This design comes from an exercise in tuning for small area and a short achievable clock period on the open sky130 flow, not from production work.
Where RTL was checked, it was by simulation tests only, not by an equivalence proof against the original.
The clock port is modelled as an ideal driver, which makes a skipped or thinned clock tree look cheaper than it is; a real chip needs a root buffer or a tree.

Design booth_mult_top, start of the top module:
module booth_mult_top (
  input  wire        clk,
  input  wire [15:0] x,
  input  wire [15:0] y,
  output reg  [31:0] p
);
For scale: about 820 cells after synthesis, about 65 I/O pins.
Settings: LEC_CHECK=0, CAP_MARGIN=20, CORE_MARGIN=2, CORE_UTILIZATION=40, SETUP_SLACK_MARGIN=3, SLEW_MARGIN=20, SYNTH_HIERARCHICAL=1; clock period 8.5 ns.
run.sh (not shown) runs the stock make flow with config.mk's settings and CLKGATE_MAP_FILE= SYNTH_SCRIPT=/design/flow/synth_recipe.tcl, a recipe that flattens the netlist after the stock synthesis.
The starting point went through all stages and came out clean.
Next try:
==> flow/flow/run.sh (new file) <==
#!/bin/bash
# Standard ORFS layout with two changes: no half-adder cells (extract_fa
# finds only full adders; half adders are left to abc as plain gates), and
# port buffers of the smallest buffer cell.
export DONT_USE_CELLS="sky130_fd_sc_hd__ha_1 sky130_fd_sc_hd__ha_2 sky130_fd_sc_hd__ha_4"
export BUFFER_PORTS_ARGS="-buffer_cell sky130_fd_sc_hd__buf_1"
bash standard.sh > standard.log 2>&1
==> flow/standard.sh (new file) <==
#!/bin/bash
# synth_recipe.tcl (not shown) runs the flow's synth.tcl, then flattens the netlist and writes it again
# the make line also repeats each setting of config.mk as NAME=value (left out here)
make -C /OpenROAD-flow-scripts/flow DESIGN_CONFIG=/design/flow/config.mk WORK_HOME=/design/flow/orfs CLKGATE_MAP_FILE= SYNTH_SCRIPT=/design/flow/synth_recipe.tcl "${@:-finish}"
removed: flow/run.sh
=>
- cell count barely changes
- sequential share of layout area rose by 0.58 points
- area after synthesis is unchanged
- maximum frequency hardly moves
- via count rises by 1.4%
- clock skew hardly moves
No functional check of the RTL was part of any run of this note.

Setup of job 825:
booth_mult_top, a different RTL version from the one above (not shown whole).
For scale: about 640 cells after synthesis.
export LEC_CHECK = 0
export CAP_MARGIN = 20
export CORE_MARGIN = 2
export CORE_UTILIZATION = 40
export CTS_BUF_LIST = sky130_fd_sc_hd__clkbuf_8
export SETUP_SLACK_MARGIN = 3
export SLEW_MARGIN = 20
export SYNTH_HIERARCHICAL = 1
create_clock -name core_clock -period 8.5 [get_ports {clk}]
standard.sh (not shown) runs the stock make flow with config.mk's settings and CLKGATE_MAP_FILE= SYNTH_SCRIPT=/design/flow/synth_recipe.tcl, a recipe that flattens the netlist after the stock synthesis.
==> flow/flow/run.sh <==
#!/bin/bash
# Standard ORFS layout (standard.sh) with these changes:
# - port buffers of the smallest buffer cell;
# - every combinational cell set to its smallest size before the
#   floorplan's timing repair sizes up what the clock period needs
#   (flow/downsize.tcl);
export BUFFER_PORTS_ARGS="-buffer_cell sky130_fd_sc_hd__buf_1"
export PRE_FLOORPLAN_TCL=$PWD/flow/downsize.tcl
export POST_CTS_TCL=$PWD/flow/skew3.tcl
export SKEW_STAGES="${SKEW_STAGES:-dlygate4sd1_1 dlygate4sd1_1 dlygate4sd1_1 dlygate4sd1_1 dlygate4sd1_1 dlygate4sd1_1 dlygate4sd1_1 dlygate4sd1_1}"
export SKEW_TAPBUF=${SKEW_TAPBUF:-clkbuf_8}
export SKEW_HOLD_MIN=${SKEW_HOLD_MIN:-0.05}
export SKEW_PAD_ALLOW=${SKEW_PAD_ALLOW:-1.0}
export SKEW_SLACK_GIVE=${SKEW_SLACK_GIVE:-0.05}
export SKEW_PAD_CELL=${SKEW_PAD_CELL:-dlygate4sd3_1}
export SKEW_REGS="${SKEW_REGS:-^p\\\\?\\[}"
bash standard.sh finish > standard.log 2>&1
Other scripts of this flow, unchanged in this note and not shown: flow/flow/downsize.tcl, flow/flow/skew3.tcl
Setup changes, job 825 to job 7501
Settings: CTS_BUF_LIST removed (was sky130_fd_sc_hd__clkbuf_8); SETUP_SLACK_MARGIN changed from 3 to 3.5.
### Flow results
Higher final cell count among job 7501 and job 825: job 7501. Compared with job 825, job 7501 shows antenna diode count higher by 1. Summary: with job 825 as the reference, aggregate routed wire length in job 7501 moved up by a little under 10%. Job 825 → job 7501: post-route minimum period fell 0.16 ns, multi-input logic portion of the cell area shows a reduction of 3.6 points, final number of hold-violating endpoints closely matched the old numbers. In the flow results for job 7501 and job 825, the area of all placed cells without fillers is larger on job 7501. In job 7501 relative to job 825, final weighted congestion of routability-driven global placement had gone down by a few percent.
Modified inputs, job 3579 compared to job 7501
Settings: SETUP_SLACK_MARGIN: 3.5 -> 3.
--- outcome ---
Job 3579: done, clean on timing, DRC and antenna. Of job 3579 and job 7501, job 3579 shows the higher detailed-router iteration count before antenna repair, with job 7501 below it. From job 7501 to job 3579 the numbers moved as follows: count of endpoints failing hold in the final timing report held steady, final cell count now sits lower, worst setup slack after layout went down by 0.11 ns, fraction of standard cell area that is sequential now larger. Row met3 usage in global routing: job 3579 lower / job 7501 higher. Cmp job 3579 and job 7501 / routed wire length / higher: job 7501.
No functional check of the RTL was part of any run of this note.

Another version of the RTL of booth_mult_top (not shown whole).
For scale: about 790 cells after synthesis, ~65 I/O pins.
Design booth_mult_top, start of the top module:
module booth_mult_top (
  input  wire        clk,
  input  wire [15:0] x,
  input  wire [15:0] y,
  output reg  [31:0] p
);
clock: 8.5 ns
lec_check: 0
cap_margin: 20
core_margin: 2
core_utilization: 40
setup_slack_margin: 2
slew_margin: 20
synth_hierarchical: 1
Scripts as last shown in full above: flow/flow/run.sh
Other scripts of this flow, unchanged in this note and not shown: flow/flow/downsize.tcl, flow/flow/skew3.tcl
The first run ran to the end with no violations.
Next try:
Settings changed: SETUP_SLACK_MARGIN 2 to 3.
The changed run produced a clean layout.
First-iteration DRC count grows by 8.4%.
Wire length shrinks by 2.6%.
Die area does not change.
Register-to-register slack is better by 0.06 ns.
Fmax grows by 2.2%.
Cell count shrinks by 2.9%.
Core utilization shrinks by 1.7 points.

Another version of the RTL of booth_mult_top (not shown whole).
For scale: ~960 cells after synthesis, roughly 64 flip-flops, about 65 I/O pins.
Settings: LEC_CHECK=0, CAP_MARGIN=20, CORE_MARGIN=2, CORE_UTILIZATION=40, SETUP_SLACK_MARGIN=3, SLEW_MARGIN=20; clock period 8.5 ns.
run.sh (not shown) runs the stock make flow with config.mk's settings and CLKGATE_MAP_FILE= SYNTH_SCRIPT=/design/flow/synth_recipe.tcl, a recipe that flattens the netlist after the stock synthesis.
Stock flow here: none of the scripts above is used.
The baseline ran to the end with no violations.
Rerun with:
- ABC_AREA: not set -> 1
The changed run finished with timing, DRC and antenna clean.
Clock-buffer cell count went up by 1.
Global-route usage came out higher by 0.91 points.
Fmax came out higher by 2.4%.
Routed wire length grows by 14%.
Rerun with:
- ABC_AREA: 1 -> not set
- SETUP_SLACK_MARGIN: 3 -> 4
What happened:
- via count fell by about 15%
- count of clock-buffer cells in the layout fell by 3
- first-iteration DRC count fell by about 35%
- setup slack is about the same
Rerun with:
- SETUP_SLACK_MARGIN: 4 -> not set
Result: Die area is unchanged. Worst setup slack is worse by 0.68 ns. Sequential cell count stays the same. Wire length went down by 5.2%. Global-route usage went down by 0.53 points. Count of clock-buffer cells in the layout grows by 2. Hold slack gains 0.045 ns. Sequential share of layout area rises by 0.57 points. Clock skew goes up by 0.0041 ns.

[static timing again, ports no longer ideal]
Ports are ideal in the flow. The routed layouts listed here were re-timed in OpenROAD. Step 1 assumes that a clkbuf_16 drives the clock port and a buf_2 every other input. Step 2, shift: input delay + t, output delay - t, t = (earliest + latest rising clock arrival at the registers) / 2. This alone moves slack from input paths to output paths. Slacks: no drivers / after step 1 / after step 2; pairs: no drivers / after step 1.
| run | t, ns | setup slack, ns | hold WS [ns] | worst setup path at the end | latest minus earliest clock arrival (ns) | worst slew at a driven data input, ns |
|---|---|---|---|---|---|---|
| the first run of note 1 | 0.392 | 3.235 / 3.235 / 3.235 | 0.633 / 0.633 / 0.633 | register to register | 0.005 / 0.005 | 0.04 |
| the second run of note 1 | 0.383 | 3.220 / 3.220 / 3.220 | 0.666 / 0.666 / 0.666 | register to register | 0.006 / 0.006 | 0.03 |
| job 825 | 0.961 | 4.358 / 4.358 / 4.358 | 0.103 / 0.103 / 0.103 | register to register | 1.583 / 1.583 | 0.05 |
| job 7501 | 0.866 | 4.519 / 4.519 / 4.519 | 0.108 / 0.108 / 0.108 | register to register | 1.371 / 1.370 | 0.03 |
| job 3579 | 0.992 | 4.412 / 4.412 / 4.412 | 0.057 / 0.057 / 0.057 | register to register | 1.621 / 1.620 | 0.05 |
| the first run of note 3 | 1.258 | 4.247 / 4.201 / 4.281 | 0.152 / 0.152 / 0.152 | register to register | 1.738 / 1.738 | 0.03 |
| the second run of note 3 | 1.111 | 4.338 / 4.339 / 4.339 | 0.162 / 0.161 / 0.161 | register to register | 1.447 / 1.447 | 0.03 |
| the first run of note 4 | 0.390 | 3.208 / 3.208 / 3.208 | 0.675 / 0.675 / 0.675 | register to register | 0.013 / 0.013 | 0.04 |
| the second run of note 4 | 0.390 | 3.329 / 3.329 / 3.329 | 0.616 / 0.616 / 0.616 | register to register | 0.010 / 0.010 | 0.03 |
| the third run of note 4 | 0.395 | 3.329 / 3.329 / 3.329 | 0.633 / 0.633 / 0.633 | register to register | 0.009 / 0.008 | 0.04 |
| the fourth run of note 4 | 0.389 | 2.653 / 2.653 / 2.653 | 0.679 / 0.679 / 0.679 | register to register | 0.012 / 0.011 | 0.04 |
In 5 of these runs the clock reaches the registers at very different times; t lies between them, and the last value is a rough guide only.
